This is an optimization exercise on Yosys and OpenROAD, whose aim is small area, a short achievable clock period and few clock cycles per item, not a production implementation. RTL that was checked went through simulation tests only; none was proved equivalent to the original. The flow treats the clock pin as an ideal source. Dropping or thinning the clock tree relies on that and would not hold on a real chip.

==> 02-04: inputs <==
==> flow/design.v (excerpt) <==
module matrixMultiplier(input st, rst, clk, input [7:0] data_in, output done, output [7:0] dataout);
export LEC_CHECK = 0
export ABC_CLOCK_PERIOD_IN_PS = 3000
export CAP_MARGIN = 20
export CORE_MARGIN = 2
export CORE_UTILIZATION = 40
export SLEW_MARGIN = 20
create_clock -name core_clock -period 10.0 [get_ports {clk}]
standard.sh (not shown) runs the stock make flow with config.mk's settings and CLKGATE_MAP_FILE= SYNTH_SCRIPT=/design/flow/synth_recipe.tcl, a recipe that flattens the netlist after the stock synthesis.
==> flow/flow/run.sh <==
#!/bin/bash
# Own layout flow: the standard ORFS flow (standard.sh, unchanged synthesis),
# with the port buffers made of sky130_fd_sc_hd__buf_2 instead of the default
# delay-cell buffers, a larger setup-repair margin, clock-tree options of our
# own, and a hook after clock-tree synthesis (flow/cts_post.tcl) that drives the
# leaf clock buffers straight from the root clock buffer.  Every make step
# writes its own log under orfs/logs/; make's own output goes to standard.log.
set -euo pipefail
export BUFFER_PORTS_ARGS="-buffer_cell sky130_fd_sc_hd__buf_2"
export SETUP_SLACK_MARGIN=7.1
export CTS_ARGS="-sink_clustering_enable -repair_clock_nets -sink_clustering_size 24 -sink_clustering_max_diameter 80 -buf_list sky130_fd_sc_hd__clkbuf_16 -dont_use_dummy_load"
export POST_CTS_TCL="$PWD/flow/cts_post.tcl"
bash standard.sh > standard.log 2>&1
==> flow/flow/cts_post.tcl <==
# POST_CTS_TCL hook: drive the leaf clock buffers straight from the root
# clock buffer.  TritonCTS puts one H-tree level of branch buffers between the
# root buffer and the leaf buffers; removing that level makes the clock reach
# every register earlier by the same amount.  Timing is then repaired again
# and the placement legalised, as cts.tcl does after clock_tree_synthesis.
set block [ord::get_db_block]
set clkport [$block findBTerm clk]
set clknet [$clkport getNet]
# the root buffer: the clock port's only load
set root ""
foreach it [$clknet getITerms] { if {[$it isInputSignal]} { set root [$it getInst] } }
set rootnet [[$root findITerm X] getNet]
set removed 0
foreach it [$rootnet getITerms] {
  set inst [$it getInst]
  if {$inst == $root} continue
  if {![string match "*clkbuf*" [[$inst getMaster] getName]]} continue
  set onet [[$inst findITerm X] getNet]
  # bypass it only if it drives nothing but other clock buffers
  set ok 1
  foreach l [$onet getITerms] {
    if {[$l getInst] == $inst} continue
    if {![string match "*clkbuf*" [[[$l getInst] getMaster] getName]]} { set ok 0 }
  }
  if {!$ok} continue
  foreach l [$onet getITerms] {
    if {[$l getInst] == $inst} continue
    $l disconnect
    $l connect $rootnet
  }
  puts "bypassed clock buffer [$inst getName]"
  odb::dbInst_destroy $inst
  odb::dbNet_destroy $onet
  incr removed
}
puts "removed $removed branch clock buffers"
estimate_parasitics -placement
report_clock_skew
repair_timing_helper
detailed_placement
check_placement -verbose
==> 12-02: changes against 02-04 <==
==> flow/flow/run.sh (replaced) <==
#!/bin/bash
# Own layout flow: the standard ORFS flow (standard.sh, unchanged synthesis),
# with the port buffers made of sky130_fd_sc_hd__buf_2 instead of the default
# delay-cell buffers, a larger setup-repair margin and clock-tree options of our
# own.  Every make step writes its own log under orfs/logs/; make's own output
# goes to standard.log.
set -euo pipefail
export BUFFER_PORTS_ARGS="-buffer_cell sky130_fd_sc_hd__buf_2"
export SETUP_SLACK_MARGIN=7.0
export CTS_ARGS="-sink_clustering_enable -repair_clock_nets -sink_clustering_size 30 -sink_clustering_max_diameter 100 -buf_list sky130_fd_sc_hd__clkbuf_16 -dont_use_dummy_load -tree_buf sky130_fd_sc_hd__clkbuf_8"
bash standard.sh > standard.log 2>&1
removed: flow/flow/cts_post.tcl
==> 09-08: changes against 02-04 <==
==> flow/flow/run.sh (replaced) <==
#!/bin/bash
# Own layout flow: the standard ORFS flow (standard.sh, unchanged synthesis),
# with the port buffers made of sky130_fd_sc_hd__buf_2 instead of the default
# delay-cell buffers, a larger setup-repair margin and clock-tree options of our
# own.  Every make step writes its own log under orfs/logs/; make's own output
# goes to standard.log.
set -euo pipefail
export BUFFER_PORTS_ARGS="-buffer_cell sky130_fd_sc_hd__buf_2"
export SETUP_SLACK_MARGIN=7.0
export CTS_ARGS="-sink_clustering_enable -repair_clock_nets -sink_clustering_size 30 -sink_clustering_max_diameter 100 -buf_list sky130_fd_sc_hd__clkbuf_16 -dont_use_dummy_load"
bash standard.sh > standard.log 2>&1
==> flow/config.mk (replaced) <==
export PLATFORM = sky130hd
export DESIGN_NAME = matrixMultiplier
export DESIGN_NICKNAME = matrixMultiplier
export VERILOG_FILES = /design/flow/design.v
export SDC_FILE = /design/flow/constraint.sdc
export NUM_CORES = 4
export LEC_CHECK = 0
export ABC_AREA = 1
export ABC_CLOCK_PERIOD_IN_PS = 3000
export CAP_MARGIN = 20
export CORE_MARGIN = 2
export CORE_UTILIZATION = 40
export SLEW_MARGIN = 20
removed: flow/flow/cts_post.tcl
==> 04-06: changes against 02-04 <==
--- a/flow/design.v
+++ b/flow/design.v
@@ -1,37 +1,37 @@
 module matrixMultiplier(input st, rst, clk, input [7:0] data_in, output done, output [7:0] dataout);
   reg run, wt, done_r;
-  reg [3:0] u;             
+  reg [5:0] t;             
   reg [2:0] ph;            
   wire start = wt & ~st;
   always @(posedge clk or posedge rst)
     if (rst) begin run <= 1'b0; wt <= 1'b0; done_r <= 1'b0; end
     else begin
       wt <= wt ? st : (~run & st);
-      run <= start | (run & ~((u == 4'd15) & ph[0]));    
-      done_r <= run & (u == 4'd5) & ph[2];               
+      run <= start | (run & (t != 6'd45));
+      done_r <= run & (t == 6'd17);
     end
   assign done = done_r;
   always @(posedge clk) begin
-    u <= start ? 4'd0 : u + {3'd0, ph[2]};
+    t <= start ? 6'd0 : t + 6'd1;
     ph <= start ? 3'b001 : {ph[1:0], ph[2]};    
   end
   reg [7:0] ra0,ra1,ra2,ra3,ra4,ra5,ra6,ra7,ra8;
   reg [7:0] rb0,rb1,rb2,rb3,rb4,rb5,rb6,rb7,rb8;
-  wire lda = (u < 4'd3);                 
-  wire ldb = (u >= 4'd3) & (u < 4'd6);   
+  wire lda = (t < 6'd9);
+  wire ldb = (t >= 6'd9) & (t < 6'd18);
   always @(posedge clk) begin
     ra0 <= lda ? data_in : ra8;
     {ra8,ra7,ra6,ra5,ra4,ra3,ra2,ra1} <= {ra7,ra6,ra5,ra4,ra3,ra2,ra1,ra0};
     rb0 <= ldb ? data_in : rb8;
     {rb8,rb7,rb6,rb5,rb4,rb3,rb2,rb1} <= {rb7,rb6,rb5,rb4,rb3,rb2,rb1,rb0};
   end
   reg [2:0] sa;
   reg [4:0] sb;
   wire ke = ph[1];
   always @(posedge clk) begin
-    if (start) begin sa <= 3'd2; sb <= 5'd4; end
+    if (start) begin sa <= 3'b010; sb <= 5'b00100; end
     else begin
       if (ke & ~sb[2]) sa <= {sa[1:0], sa[2]};
       sb <= ke ? {sb[1], sb[0], sb[2], 2'b00} : {1'b0, sb[4:1]};
     end
   end
@@ -195,12 +195,11 @@
     cs1 <= {n84, n83, n81, n79, n77, n75, n73, n71, n69, n67, n65, n63, n61, pp1_0};
   end
   wire [15:0] x0 = {1'b0, cs0[14], cs0[13], cs0[12], cs0[11], cs0[10], cs0[9], cs0[8], cs0[7], cs0[6], cs0[5], cs0[4], cs0[3], cs0[2], cs0[1], cs0[0]};
   wire [15:0] x1 = {1'b0, cs1[13], cs1[12], cs1[11], cs1[10], cs1[9], cs1[8], cs1[7], cs1[6], cs1[5], cs1[4], cs1[3], cs1[2], cs1[1], cs1[0], 1'b0};
   reg [16:0] acc;
-  reg [7:0] lo, mid;       
-  reg [1:0] hi;
+  reg [17:0] res;
   wire last = ph[0];       
   wire [17:0] sum;
   wire s0 = acc[0] ^ x0[0] ^ x1[0];
   wire c0 = (acc[0] & x0[0]) | (acc[0] & x1[0]) | (x0[0] & x1[0]);
   wire s1 = acc[1] ^ x0[1] ^ x1[1];
@@ -345,11 +344,9 @@
   assign sum[15] = kp15_0 ^ kG14_28;
   assign sum[16] = kp16_0 ^ kG15_16;
   assign sum[17] = kp17_0 ^ kG16_29;
   always @(posedge clk) begin
     acc <= last ? 17'd0 : sum[16:0];
-    lo <= last ? sum[7:0] : mid;
-    mid <= last ? sum[15:8] : {6'd0, hi};
-    hi <= sum[17:16];
+    res <= last ? sum : {8'd0, res[17:8]};
   end
-  assign dataout = lo;
+  assign dataout = res[7:0];
 endmodule
==> flow/flow/run.sh (replaced) <==
#!/bin/bash
# Own layout flow: the standard ORFS flow (standard.sh, unchanged synthesis),
# with the port buffers made of sky130_fd_sc_hd__buf_2 instead of the default
# delay-cell buffers and a larger setup-repair margin.  Every make step writes
# its own log under orfs/logs/; make's own output goes to standard.log.
set -euo pipefail
export BUFFER_PORTS_ARGS="-buffer_cell sky130_fd_sc_hd__buf_2"
export SETUP_SLACK_MARGIN=7.0
bash standard.sh > standard.log 2>&1
--- a/flow/config.mk
+++ b/flow/config.mk
@@ -6,7 +6,10 @@
 export NUM_CORES = 4
 export LEC_CHECK = 0
 export ABC_CLOCK_PERIOD_IN_PS = 3000
 export CAP_MARGIN = 20
 export CORE_MARGIN = 2
-export CORE_UTILIZATION = 40
+export CORE_UTILIZATION = 60
+export CTS_BUF_LIST = sky130_fd_sc_hd__clkbuf_16
+export CTS_CLUSTER_DIAMETER = 100
+export CTS_CLUSTER_SIZE = 30
 export SLEW_MARGIN = 20
removed: flow/flow/cts_post.tcl
==> results.txt <==
item	09-08	12-02	02-04	04-06
Height of the chip	148.1 um	146.2 um	146.2 um	121.8 um
HPWL after detailed placement	9519 um	9773 um	9773 um	9573 um
Routed WL	13,020 um	13,330 um	13,560 um	13,280 um
Worst Reg-to-Reg Cells	15	11	9	11
Number of CTS-inserted buffers	12	12	-	12
Ratio of cells with drive above 1 in the final layout	7.614%	9.390%	10.47%	9.437%
Run status	complete, no violations	complete, no violations	complete, no violations	complete, no violations
Root buffer cell	clkbuf_16	clkbuf_16	-	clkbuf_16
Post-synth cell types	37	35	35	40
Complex-gate fraction of the synthesized area	4.006%	5.136%	5.136%	5.007%
Post-Synthesis Mean Instance Area	10.56 um2	13.07 um2	13.07 um2	12.92 um2
Met2 Use GR	19.17%	21.18%	21.51%	32.51%
Clk_skew	0.04953 ns	0.05789 ns	0.03749 ns	0.02773 ns
Placed cell count	1,046	897	897	821
Placeable core region	20,300 um2	20,040 um2	20,040 um2	13,720 um2
End point of the most critical hold path	ra7[6]$_DFF_P_	rb2[2]$_DFF_P_	ra4[0]$_DFF_P_	ra4[6]$_DFF_P_
Portion of netlist area occupied by mux cells	0%	3.558%	3.558%	3.819%
Post-Layout Inst Area	8922 um2	8795 um2	8848 um2	8891 um2
Worst reg2reg setup slack	7.27 ns	7.18 ns	7.17 ns	7.17 ns
Number of combinational gates with multiple inputs	378	306	306	316
Met3 routed wirelength	376 um	439 um	419 um	462 um
Area taken by multi-input logic gates	2815 um2	2973 um2	3019 um2	3077 um2
Testbench counts of 02-04, summed over its fixed seeds: cycles 7,680, items 160.
Testbench counts of 12-02, summed over its fixed seeds: cycles 7,680, items 160.
Testbench counts of 09-08, summed over its fixed seeds: cycles 7,680, items 160.
No functional check of the RTL was part of 04-06.

---

==> job 9752: inputs <==
Another version of the RTL of matrixMultiplier (not shown whole).
clock: 10.0 ns
lec_check: 0
abc_clock_period_in_ps: 3000
cap_margin: 20
core_margin: 2
core_utilization: 65
slew_margin: 20
synth_hierarchical: 1
synth_minimum_keep_size: 0
==> flow/flow/run.sh <==
#!/bin/bash
# Own layout flow: the standard ORFS flow (standard.sh, unchanged synthesis),
# with the port buffers made of sky130_fd_sc_hd__buf_2 instead of the default
# delay-cell buffers, a larger setup-repair margin, and a clock tree of our own:
# a hook after clock-tree synthesis (flow/cts_tree.tcl) rebuilds it as two
# levels of clkbuf_16 (N1 buffers driven by the clock port, N2 leaf buffers
# under each).  Every make step writes its own log under orfs/logs/; make's
# own output goes to standard.log.
set -euo pipefail
export BUFFER_PORTS_ARGS="-buffer_cell sky130_fd_sc_hd__buf_2"
export SETUP_SLACK_MARGIN=7.2
export CTS_ARGS="-sink_clustering_enable -repair_clock_nets -sink_clustering_size 30 -sink_clustering_max_diameter 100 -buf_list sky130_fd_sc_hd__clkbuf_16 -dont_use_dummy_load"
export CLK_TREE_N1=2
export CLK_TREE_N2=5
export POST_CTS_TCL="$PWD/flow/cts_tree.tcl"
bash standard.sh > standard.log 2>&1
==> flow/flow/cts_tree.tcl <==
# POST_CTS_TCL hook: replace the clock tree that TritonCTS built by a two-level
# tree of our own.  The clock port drives N1 buffers placed at the centres of
# N1 register clusters (k-means on the placed registers); each drives N2 leaf
# buffers at the centres of sub-clusters, which drive the registers.  Every
# register gets the clock through two buffers of the same kind.  Then, as
# cts.tcl does after clock_tree_synthesis, the placement is legalised and
# timing repaired.
proc kmeans {pts nb} {
  # pts: list of {x y payload}; returns list of cluster index per point and centres
  set np [llength $pts]
  set cx 0; set cy 0
  foreach p $pts { set cx [expr {$cx+[lindex $p 0]}]; set cy [expr {$cy+[lindex $p 1]}] }
  set cx [expr {double($cx)/$np}]; set cy [expr {double($cy)/$np}]
  set cent {}
  # init: spread points by angle, pick nb points evenly
  set sorted [lsort -real -index 3 [lmap p $pts {list {*}[lrange $p 0 2] [expr {atan2([lindex $p 1]-$cy,[lindex $p 0]-$cx)}]}]]
  for {set k 0} {$k < $nb} {incr k} {
    set p [lindex $sorted [expr {int(($k+0.5)*$np/$nb)}]]
    lappend cent [list [expr {($cx+[lindex $p 0])/2.0}] [expr {($cy+[lindex $p 1])/2.0}]]
  }
  for {set iter 0} {$iter < 40} {incr iter} {
    set sx [lrepeat $nb 0.0]; set sy [lrepeat $nb 0.0]; set sn [lrepeat $nb 0]
    set asg {}
    foreach p $pts {
      set best 0; set bd 1e30
      for {set k 0} {$k < $nb} {incr k} {
        set c [lindex $cent $k]
        set d [expr {abs([lindex $p 0]-[lindex $c 0])+abs([lindex $p 1]-[lindex $c 1])}]
        if {$d < $bd} { set bd $d; set best $k }
      }
      lappend asg $best
      lset sx $best [expr {[lindex $sx $best]+[lindex $p 0]}]
      lset sy $best [expr {[lindex $sy $best]+[lindex $p 1]}]
      lset sn $best [expr {[lindex $sn $best]+1}]
    }
    for {set k 0} {$k < $nb} {incr k} {
      if {[lindex $sn $k] > 0} { lset cent $k [list [expr {[lindex $sx $k]/[lindex $sn $k]}] [expr {[lindex $sy $k]/[lindex $sn $k]}]] }
    }
  }
  return [list $asg $cent]
}
proc mkbuf {block master name innet x y} {
  set inst [odb::dbInst_create $block $master $name]
  set net [odb::dbNet_create $block "${name}_net"]
  $net setSigType CLOCK
  [$inst findITerm A] connect $innet
  [$inst findITerm X] connect $net
  $inst setLocation [expr {int($x)}] [expr {int($y)}]
  $inst setPlacementStatus PLACED
  return $net
}
proc build_tree2 {n1 n2 bufmaster} {
  set block [ord::get_db_block]
  set master [[ord::get_db] findMaster $bufmaster]
  set clknet [[$block findBTerm clk] getNet]
  set sinks {}; set todo [list $clknet]; set dead {}
  while {[llength $todo]} {
    set n [lindex $todo 0]; set todo [lrange $todo 1 end]
    foreach it [$n getITerms] {
      set inst [$it getInst]; set mn [[$inst getMaster] getName]
      if {[$it isOutputSignal]} continue
      if {[string match "*clkbuf*" $mn] || [string match "*clkinv*" $mn]} {
        lappend todo [[$inst findITerm X] getNet]; lappend dead $inst
      } else { lappend sinks $it }
    }
  }
  foreach inst $dead {
    set on [[$inst findITerm X] getNet]
    foreach it [$on getITerms] { if {[$it getInst] != $inst} { $it disconnect } }
    odb::dbInst_destroy $inst
    if {$on != $clknet} { odb::dbNet_destroy $on }
  }
  set pts {}
  foreach it $sinks {
    set b [[$it getInst] getBBox]
    lappend pts [list [expr {([$b xMin]+[$b xMax])/2}] [expr {([$b yMin]+[$b yMax])/2}] $it]
  }
  lassign [kmeans $pts $n1] asg1 cent1
  set nleaf 0
  for {set a 0} {$a < $n1} {incr a} {
    set sub {}
    foreach p $pts k $asg1 { if {$k == $a} { lappend sub $p } }
    if {![llength $sub]} continue
    set c [lindex $cent1 $a]
    set l1net [mkbuf $block $master "clkbuf_l1_$a" $clknet [lindex $c 0] [lindex $c 1]]
    set m [expr {min($n2, [llength $sub])}]
    lassign [kmeans $sub $m] asg2 cent2
    for {set b 0} {$b < $m} {incr b} {
      set c2 [lindex $cent2 $b]
      set lnet [mkbuf $block $master "clkbuf_l2_${a}_$b" $l1net [lindex $c2 0] [lindex $c2 1]]
      incr nleaf
      foreach p $sub k $asg2 { if {$k == $b} { set it [lindex $p 2]; $it disconnect; $it connect $lnet } }
    }
  }
  puts "my clock tree: $n1 level-1 buffers, $nleaf leaf buffers, [llength $sinks] sinks, removed [llength $dead] buffers"
}
build_tree2 $::env(CLK_TREE_N1) $::env(CLK_TREE_N2) sky130_fd_sc_hd__clkbuf_16
detailed_placement
estimate_parasitics -placement
report_clock_skew
repair_timing_helper
detailed_placement
check_placement -verbose
==> job 942: changes against job 9752 <==
--- a/flow/flow/run.sh
+++ b/flow/flow/run.sh
@@ -10,7 +10,7 @@
 export BUFFER_PORTS_ARGS="-buffer_cell sky130_fd_sc_hd__buf_2"
 export SETUP_SLACK_MARGIN=7.2
 export CTS_ARGS="-sink_clustering_enable -repair_clock_nets -sink_clustering_size 30 -sink_clustering_max_diameter 100 -buf_list sky130_fd_sc_hd__clkbuf_16 -dont_use_dummy_load"
-export CLK_TREE_N1=2
-export CLK_TREE_N2=5
+export CLK_TREE_N1=3
+export CLK_TREE_N2=3
 export POST_CTS_TCL="$PWD/flow/cts_tree.tcl"
 bash standard.sh > standard.log 2>&1
==> job 5168: changes against job 9752 <==
--- a/flow/flow/run.sh
+++ b/flow/flow/run.sh
@@ -10,7 +10,7 @@
 export BUFFER_PORTS_ARGS="-buffer_cell sky130_fd_sc_hd__buf_2"
 export SETUP_SLACK_MARGIN=7.2
 export CTS_ARGS="-sink_clustering_enable -repair_clock_nets -sink_clustering_size 30 -sink_clustering_max_diameter 100 -buf_list sky130_fd_sc_hd__clkbuf_16 -dont_use_dummy_load"
-export CLK_TREE_N1=2
-export CLK_TREE_N2=5
+export CLK_TREE_N1=3
+export CLK_TREE_N2=3
 export POST_CTS_TCL="$PWD/flow/cts_tree.tcl"
 bash standard.sh > standard.log 2>&1
--- a/flow/flow/cts_tree.tcl
+++ b/flow/flow/cts_tree.tcl
@@ -1,5 +1,5 @@
 # POST_CTS_TCL hook: replace the clock tree that TritonCTS built by a two-level
-# tree of our own.  The clock port drives N1 buffers placed at the centres of
+# tree of our own.  The clock port drives N1 buffers (clkbuf_8) placed at the centres of
 # N1 register clusters (k-means on the placed registers); each drives N2 leaf
 # buffers at the centres of sub-clusters, which drive the registers.  Every
 # register gets the clock through two buffers of the same kind.  Then, as
@@ -49,9 +49,10 @@
   $inst setPlacementStatus PLACED
   return $net
 }
-proc build_tree2 {n1 n2 bufmaster} {
+proc build_tree2 {n1 n2 bufmaster l1master} {
   set block [ord::get_db_block]
   set master [[ord::get_db] findMaster $bufmaster]
+  set l1 [[ord::get_db] findMaster $l1master]
   set clknet [[$block findBTerm clk] getNet]
   set sinks {}; set todo [list $clknet]; set dead {}
   while {[llength $todo]} {
@@ -82,7 +83,7 @@
     foreach p $pts k $asg1 { if {$k == $a} { lappend sub $p } }
     if {![llength $sub]} continue
     set c [lindex $cent1 $a]
-    set l1net [mkbuf $block $master "clkbuf_l1_$a" $clknet [lindex $c 0] [lindex $c 1]]
+    set l1net [mkbuf $block $l1 "clkbuf_l1_$a" $clknet [lindex $c 0] [lindex $c 1]]
     set m [expr {min($n2, [llength $sub])}]
     lassign [kmeans $sub $m] asg2 cent2
     for {set b 0} {$b < $m} {incr b} {
@@ -94,7 +95,7 @@
   }
   puts "my clock tree: $n1 level-1 buffers, $nleaf leaf buffers, [llength $sinks] sinks, removed [llength $dead] buffers"
 }
-build_tree2 $::env(CLK_TREE_N1) $::env(CLK_TREE_N2) sky130_fd_sc_hd__clkbuf_16
+build_tree2 $::env(CLK_TREE_N1) $::env(CLK_TREE_N2) sky130_fd_sc_hd__clkbuf_16 sky130_fd_sc_hd__clkbuf_8
 detailed_placement
 estimate_parasitics -placement
 report_clock_skew
==> comparison <==
- The highest first-iteration DRC count belongs to job 942, the lowest to job 9752.
- In flip-flop and latch count, job 942 and job 9752 do not differ.
- In critical path depth, job 942 and job 5168 do not differ.
- Job 9752 completed without violations. Job 942 completed with no timing, DRC or antenna violations. Job 5168 finished with timing, DRC and antenna clean.
- Synthesized cell count is the same in job 9752 and job 5168.
Testbench counts of job 9752, summed over its fixed seeds: cycles 7,680, items 160.
Testbench counts of job 942, summed over its fixed seeds: cycles 7,680, items 160.
Testbench counts of job 5168, summed over its fixed seeds: cycles 7,680, items 160.
In every run of this note, the design's own scripts or RTL, not TritonCTS, make the clock network.

port drivers added, routing unchanged:
No port has a modelled driver above. Below, the same layouts with a new extraction and two added sets of constraints.
Step 1 assumes that a clkbuf_16 drives the clock port and a buf_2 every other input.
Step 2 times the ports against the registers' clock, not the clock port: input delays grow and output delays shrink by t, the midpoint of the rising clock arrivals with the driver on.
a / b / c = no drivers / after step 1 / after step 2; a / b = the first two.
run	shift t [ns]	slack for setup (ns)	worst hold slack (ns)	cell pins on the clock port's net
02-04	0.441	7.078 / 7.036 / 7.124	0.329 / 0.329 / 0.329	1
12-02	0.487	7.046 / 7.006 / 7.136	0.257 / 0.257 / 0.257	1
09-08	0.484	7.043 / 7.003 / 7.272	0.269 / 0.269 / 0.269	1
04-06	0.497	7.029 / 6.991 / 7.104	0.303 / 0.303 / 0.303	1
job 9752	0.378	7.191 / 7.137 / 7.279	0.317 / 0.318 / 0.318	2
job 942	0.372	7.220 / 7.149 / 7.270	0.319 / 0.319 / 0.319	3
job 5168	0.382	7.203 / 7.142 / 7.265	0.318 / 0.318 / 0.318	3
After both steps every run listed still meets setup and hold.
